This is an optimization exercise on Yosys and OpenROAD, whose aim is small area, not a production implementation.
Where RTL was checked, it was by simulation tests only, not by an equivalence proof against the original.

==> inputs of run a <==
## fir
module fir(
    input clk,
    input rst,
    input signed [15:0] x_in,
    output reg signed [31:0] y_out
);
Settings: LEC_CHECK=0, CAP_MARGIN=20, CORE_MARGIN=2, CORE_UTILIZATION=60, CTS_BUF_LIST=sky130_fd_sc_hd__clkbuf_8, CTS_CLUSTER_DIAMETER=70, CTS_CLUSTER_SIZE=18, PLACE_DENSITY=0.75, SLEW_MARGIN=20, SYNTH_HIERARCHICAL=1, SYNTH_MINIMUM_KEEP_SIZE=0; clock period 12.0 ns.
standard.sh (not shown) runs the stock make flow with config.mk's settings and CLKGATE_MAP_FILE= SYNTH_SCRIPT=/design/flow/synth_recipe.tcl, a recipe that flattens the netlist after the stock synthesis.
==> flow/flow/run.sh <==
#!/bin/bash
# Own flow: the standard layout (standard.sh) with two changes:
#  - the port buffers that global placement inserts are the smallest buffer
#    cell (buf_1) instead of the default choice;
#  - clock tree synthesis does not add dummy loads.
set -euo pipefail
export BUFFER_PORTS_ARGS="-buffer_cell sky130_fd_sc_hd__buf_1"
export CTS_ARGS="-sink_clustering_enable -repair_clock_nets -sink_clustering_size 18 -sink_clustering_max_diameter 70 -buf_list sky130_fd_sc_hd__clkbuf_8 -dont_use_dummy_load"
bash standard.sh > standard.log 2>&1
==> run b: changes against run a <==
Settings changed: CORE_UTILIZATION 60 to 70, PLACE_DENSITY 0.75 to 0.85.
==> comparison table <==
                                                                             run a             run b
Outcome                                                             finished clean    finished clean
Wire length of the first global-routing pass                               60.8 mm           63.1 mm
Final clock-cell share                                                       1.53%             1.39%
Share of layout cells above drive strength 1                                 14.1%             16.6%
Final weighted congestion of routability-driven global placement             0.969              1.01
Post_cts resized                                                                12                24
Via count of the first global-routing pass                                   10184             10490
Core Region                                                              31600 µm²         27000 µm²
Worst-path maximum fanout                                                        3                 4
Max Fclk                                                                  85.3 MHz          84.7 MHz
Highest routing layer actually used                                           met4              met5
Worst-case setup slack after placement                                     -108 ps           -159 ps
Final-layout fill cell count                                                  2118              1494
Hold endpoint                                                     r1[15]$_DFF_PP1_  r1[14]$_DFF_PP0_
Die Width                                                                   183 µm            170 µm
Vias per std cell                                                             5.51              5.88
Function was not checked in any run of this note: the RTL went through the layout flow alone.

========
==> job 9543: inputs <==
fir, a different RTL version from the one above (not shown whole).
==> flow/config.mk <==
export PLATFORM = sky130hd
export DESIGN_NAME = fir
export DESIGN_NICKNAME = fir
export VERILOG_FILES = /design/flow/design.v
export SDC_FILE = /design/flow/constraint.sdc
export NUM_CORES = 4
export LEC_CHECK = 0
export CAP_MARGIN = 20
export CORE_MARGIN = 2
export CORE_UTILIZATION = 60
export CTS_BUF_LIST = sky130_fd_sc_hd__clkbuf_8
export CTS_CLUSTER_DIAMETER = 80
export CTS_CLUSTER_SIZE = 22
export PLACE_DENSITY = 0.75
export SLEW_MARGIN = 20
export SYNTH_HIERARCHICAL = 1
export SYNTH_MINIMUM_KEEP_SIZE = 0
==> flow/constraint.sdc <==
create_clock -name core_clock -period 12.0 [get_ports {clk}]
set_input_delay 2.4000 -clock core_clock [delete_from_list [all_inputs] [get_ports {clk}]]
set_output_delay 2.4000 -clock core_clock [all_outputs]
set_load 0.01 [all_outputs]
==> flow/flow/run.sh <==
#!/bin/bash
# Own flow: the standard layout (standard.sh) with two changes:
#  - the port buffers that global placement inserts are the smallest buffer
#    cell (buf_1) instead of the default choice;
#  - clock tree synthesis does not add dummy loads.
set -euo pipefail
export BUFFER_PORTS_ARGS="-buffer_cell sky130_fd_sc_hd__buf_1"
export CTS_ARGS="-sink_clustering_enable -repair_clock_nets -sink_clustering_size 22 -sink_clustering_max_diameter 80 -buf_list sky130_fd_sc_hd__clkbuf_8 -dont_use_dummy_load"
bash standard.sh > standard.log 2>&1
==> job 476 (differences from job 9543) <==
--- a/flow/flow/run.sh
+++ b/flow/flow/run.sh
@@ -6,4 +6,4 @@
 set -euo pipefail
 export BUFFER_PORTS_ARGS="-buffer_cell sky130_fd_sc_hd__buf_1"
-export CTS_ARGS="-sink_clustering_enable -repair_clock_nets -sink_clustering_size 22 -sink_clustering_max_diameter 80 -buf_list sky130_fd_sc_hd__clkbuf_8 -dont_use_dummy_load"
+export CTS_ARGS="-sink_clustering_enable -repair_clock_nets -sink_clustering_size 18 -sink_clustering_max_diameter 70 -buf_list sky130_fd_sc_hd__clkbuf_8 -dont_use_dummy_load"
 bash standard.sh > standard.log 2>&1
- CTS_CLUSTER_DIAMETER: 80 -> 70
- CTS_CLUSTER_SIZE: 22 -> 18
- GPL_TIMING_DRIVEN: not set -> 0
==> job 5059 (differences from job 9543) <==
--- a/flow/flow/run.sh
+++ b/flow/flow/run.sh
@@ -6,4 +6,4 @@
 set -euo pipefail
 export BUFFER_PORTS_ARGS="-buffer_cell sky130_fd_sc_hd__buf_1"
-export CTS_ARGS="-sink_clustering_enable -repair_clock_nets -sink_clustering_size 22 -sink_clustering_max_diameter 80 -buf_list sky130_fd_sc_hd__clkbuf_8 -dont_use_dummy_load"
+export CTS_ARGS="-sink_clustering_enable -repair_clock_nets -sink_clustering_size 18 -sink_clustering_max_diameter 70 -buf_list sky130_fd_sc_hd__clkbuf_8 -dont_use_dummy_load"
 bash standard.sh > standard.log 2>&1
- CTS_CLUSTER_DIAMETER: 80 -> 70
- CTS_CLUSTER_SIZE: 22 -> 18
==> run notes <==
Run status: job 476 complete, no violations; job 5059 complete, no violations; job 9543 complete, no violations
Fin nets: job 476 1763; job 5059 1760; job 9543 1762
Start of the worst register-to-register path: job 476 r4[0]; job 5059 r6[0]; job 9543 r6[0]
Met1 Usage GRT: job 476 42.9%; job 5059 42.7%; job 9543 42.5%
Setup ws final: job 476 0.263 ns; job 5059 0.275 ns; job 9543 0.305 ns
Origin of the worst min-delay path: job 476 r0[7]; job 5059 r4[15]; job 9543 r3[15]
Slowest cell on crit path: job 476 sky130_fd_sc_hd__fa_2; job 5059 sky130_fd_sc_hd__fa_1; job 9543 sky130_fd_sc_hd__fa_1
CTS-repair resized insts: job 476 16; job 5059 0; job 9543 4
Count of placed standard cells including taps: job 476 1555; job 5059 1571; job 9543 1571
Via-per-instance ratio: job 476 5.47; job 5059 5.56; job 9543 5.54
Clk slew on worst S/H paths: job 476 0.11 ns; job 5059 0.11 ns; job 9543 0.12 ns

========
==> 08-19 <==
Starting RTL as in the previous note.
clock: 12.0 ns
lec_check: 0
cap_margin: 20
core_margin: 2
core_utilization: 60
cts_buf_list: sky130_fd_sc_hd__clkbuf_8
cts_cluster_diameter: 70
cts_cluster_size: 18
place_density: 0.75
slew_margin: 20
synth_hierarchical: 1
synth_minimum_keep_size: 0
==> flow/flow/run.sh <==
#!/bin/bash
# Own flow: the standard layout (standard.sh) with two changes:
#  - the port buffers that global placement inserts are the smallest buffer
#    cell (buf_1) instead of the default choice;
#  - clock tree synthesis does not add dummy loads.
set -euo pipefail
export BUFFER_PORTS_ARGS="-buffer_cell sky130_fd_sc_hd__buf_1"
export CTS_ARGS="-sink_clustering_enable -repair_clock_nets -sink_clustering_size 10 -sink_clustering_max_diameter 40 -buf_list sky130_fd_sc_hd__clkbuf_4 -dont_use_dummy_load"
bash standard.sh > standard.log 2>&1
==> 05-22: changes against 08-19 <==
--- a/flow/flow/run.sh
+++ b/flow/flow/run.sh
@@ -6,4 +6,4 @@
 set -euo pipefail
 export BUFFER_PORTS_ARGS="-buffer_cell sky130_fd_sc_hd__buf_1"
-export CTS_ARGS="-sink_clustering_enable -repair_clock_nets -sink_clustering_size 10 -sink_clustering_max_diameter 40 -buf_list sky130_fd_sc_hd__clkbuf_4 -dont_use_dummy_load"
+export CTS_ARGS="-sink_clustering_enable -repair_clock_nets -sink_clustering_size 12 -sink_clustering_max_diameter 50 -buf_list {sky130_fd_sc_hd__clkbuf_4 sky130_fd_sc_hd__clkbuf_8} -dont_use_dummy_load"
 bash standard.sh > standard.log 2>&1
==> run notes <==
run status timing/DRC/antenna clean; Met1 Wirelength 18,210 µm; Final period util 97.45%; Setup WS post-layout 0.3058 ns; Fmax achieved 85.51 MHz; met3 Usage GRT 11.82%
# the run above: 08-19

==> run notes <==
Setup WS post-layout 0.3124 ns; Fmax achieved 85.56 MHz; run status timing/DRC/antenna clean; met3 Usage GRT 11.50%
# the run above: 05-22


========
==> 06-03: inputs <==
fir, a different RTL version from the one above (not shown whole).
==> flow/config.mk <==
export PLATFORM = sky130hd
export DESIGN_NAME = fir
export DESIGN_NICKNAME = fir
export VERILOG_FILES = /design/flow/design.v
export SDC_FILE = /design/flow/constraint.sdc
export NUM_CORES = 4
export LEC_CHECK = 0
export CAP_MARGIN = 20
export CORE_MARGIN = 2
export CORE_UTILIZATION = 60
export CTS_BUF_LIST = sky130_fd_sc_hd__clkbuf_8
export CTS_CLUSTER_DIAMETER = 80
export CTS_CLUSTER_SIZE = 20
export PLACE_DENSITY = 0.75
export SLEW_MARGIN = 20
export SYNTH_HIERARCHICAL = 1
export SYNTH_MINIMUM_KEEP_SIZE = 0
==> flow/constraint.sdc <==
create_clock -name core_clock -period 12.0 [get_ports {clk}]
set_input_delay 2.4000 -clock core_clock [delete_from_list [all_inputs] [get_ports {clk}]]
set_output_delay 2.4000 -clock core_clock [all_outputs]
set_load 0.01 [all_outputs]
run.sh (not shown) runs the stock make flow with config.mk's settings and CLKGATE_MAP_FILE= SYNTH_SCRIPT=/design/flow/synth_recipe.tcl, a recipe that flattens the netlist after the stock synthesis.
Stock flow here: none of the scripts above is used.
==> 11-22 (differences from 06-03) <==
Settings changed: CORE_UTILIZATION 60 to 40, PLACE_DENSITY 0.75 to 0.6.
==> 10-10 (differences from 06-03) <==
Settings changed: CORE_UTILIZATION 60 to 40, CTS_CLUSTER_DIAMETER 80 to 60, CTS_CLUSTER_SIZE 20 to 16, PLACE_DENSITY 0.75 to 0.6.
==> qor summary <==
Vias after detailed routing: 11-22 9291; 10-10 9333; 06-03 9568
Clock slew at reported path FFs: 11-22 0.11 ns; 10-10 0.09 ns; 06-03 0.11 ns
Global Route met1 Usage: 11-22 0.305; 10-10 0.304; 06-03 0.465
Fin worst setup slack: 11-22 0.945 ns; 10-10 0.925 ns; 06-03 0.947 ns
Layout overhead on the synthesized area: 11-22 8.50%; 10-10 9.25%; 06-03 6.94%
Run status: 11-22 timing/DRC/antenna clean; 10-10 timing/DRC/antenna clean; 06-03 timing/DRC/antenna clean
Post-Route Utilization: 11-22 0.440; 10-10 0.443; 06-03 0.650
Met2 demand-to-capacity share in global routing: 11-22 0.307; 10-10 0.309; 06-03 0.413
Final standard cell area without fillers: 11-22 22700 µm²; 10-10 22800 µm²; 06-03 22300 µm²
Initial antenna violation count: 11-22 2; 10-10 1; 06-03 0
Met3 global-route usage: 11-22 0.0377; 10-10 0.0415; 06-03 0.0946
Layer with the highest usage after global routing: 11-22 met2; 10-10 met2; 06-03 met1
Worst hold slack across all endpoints: 11-22 0.359 ns; 10-10 0.351 ns; 06-03 0.360 ns
Initial DRC count: 11-22 712; 10-10 750; 06-03 955
Global-route total usage across every layer: 11-22 0.202; 10-10 0.202; 06-03 0.295

==> static timing again, ports no longer ideal <==
The flow's constraints put no driver on any port. The routed layouts listed below were extracted and timed again, unchanged, in two steps. Step 1 (the two cells are an assumption about what drives the block):
set clk [get_ports {clk}]
set_driving_cell -lib_cell sky130_fd_sc_hd__clkbuf_16 $clk
set_driving_cell -lib_cell sky130_fd_sc_hd__buf_2 [delete_from_list [all_inputs] $clk]
Step 2 also shifts input and output timing later by t, the mid clock arrival at the registers, as if the neighbouring blocks saw the same clock. Slacks: ideal / step 1 / step 2; pairs: ideal / step 1.
| run | t (ns) | setup slack, ns | latest minus earliest clock arrival (ns) | worst register clock-pin slew, ns | pins driven straight from the clock port |
|---|---|---|---|---|---|
| run a | 0.597 | 0.280 / 0.281 / 0.281 | 0.079 / 0.080 | 0.11 / 0.11 | 1 |
| run b | 0.593 | 0.188 / 0.188 / 0.188 | 0.065 / 0.064 | 0.11 / 0.11 | 1 |
| job 9543 | 0.587 | 0.305 / 0.305 / 0.305 | 0.079 / 0.079 | 0.12 / 0.12 | 1 |
| job 476 | 0.608 | 0.263 / 0.263 / 0.263 | 0.056 / 0.056 | 0.11 / 0.11 | 1 |
| job 5059 | 0.605 | 0.275 / 0.275 / 0.275 | 0.057 / 0.057 | 0.11 / 0.11 | 1 |
| 08-19 | 0.696 | 0.306 / 0.306 / 0.306 | 0.074 / 0.074 | 0.11 / 0.11 | 1 |
| 05-22 | 0.636 | 0.312 / 0.312 / 0.312 | 0.038 / 0.038 | 0.08 / 0.08 | 1 |
| 06-03 | 0.629 | 0.947 / 0.947 / 0.947 | 0.021 / 0.021 | 0.12 / 0.12 | 1 |
| 11-22 | 0.653 | 0.945 / 0.945 / 0.945 | 0.062 / 0.062 | 0.12 / 0.12 | 1 |
| 10-10 | 0.679 | 0.925 / 0.925 / 0.925 | 0.063 / 0.062 | 0.10 / 0.10 | 1 |
After both steps setup and hold are still met in every run listed.
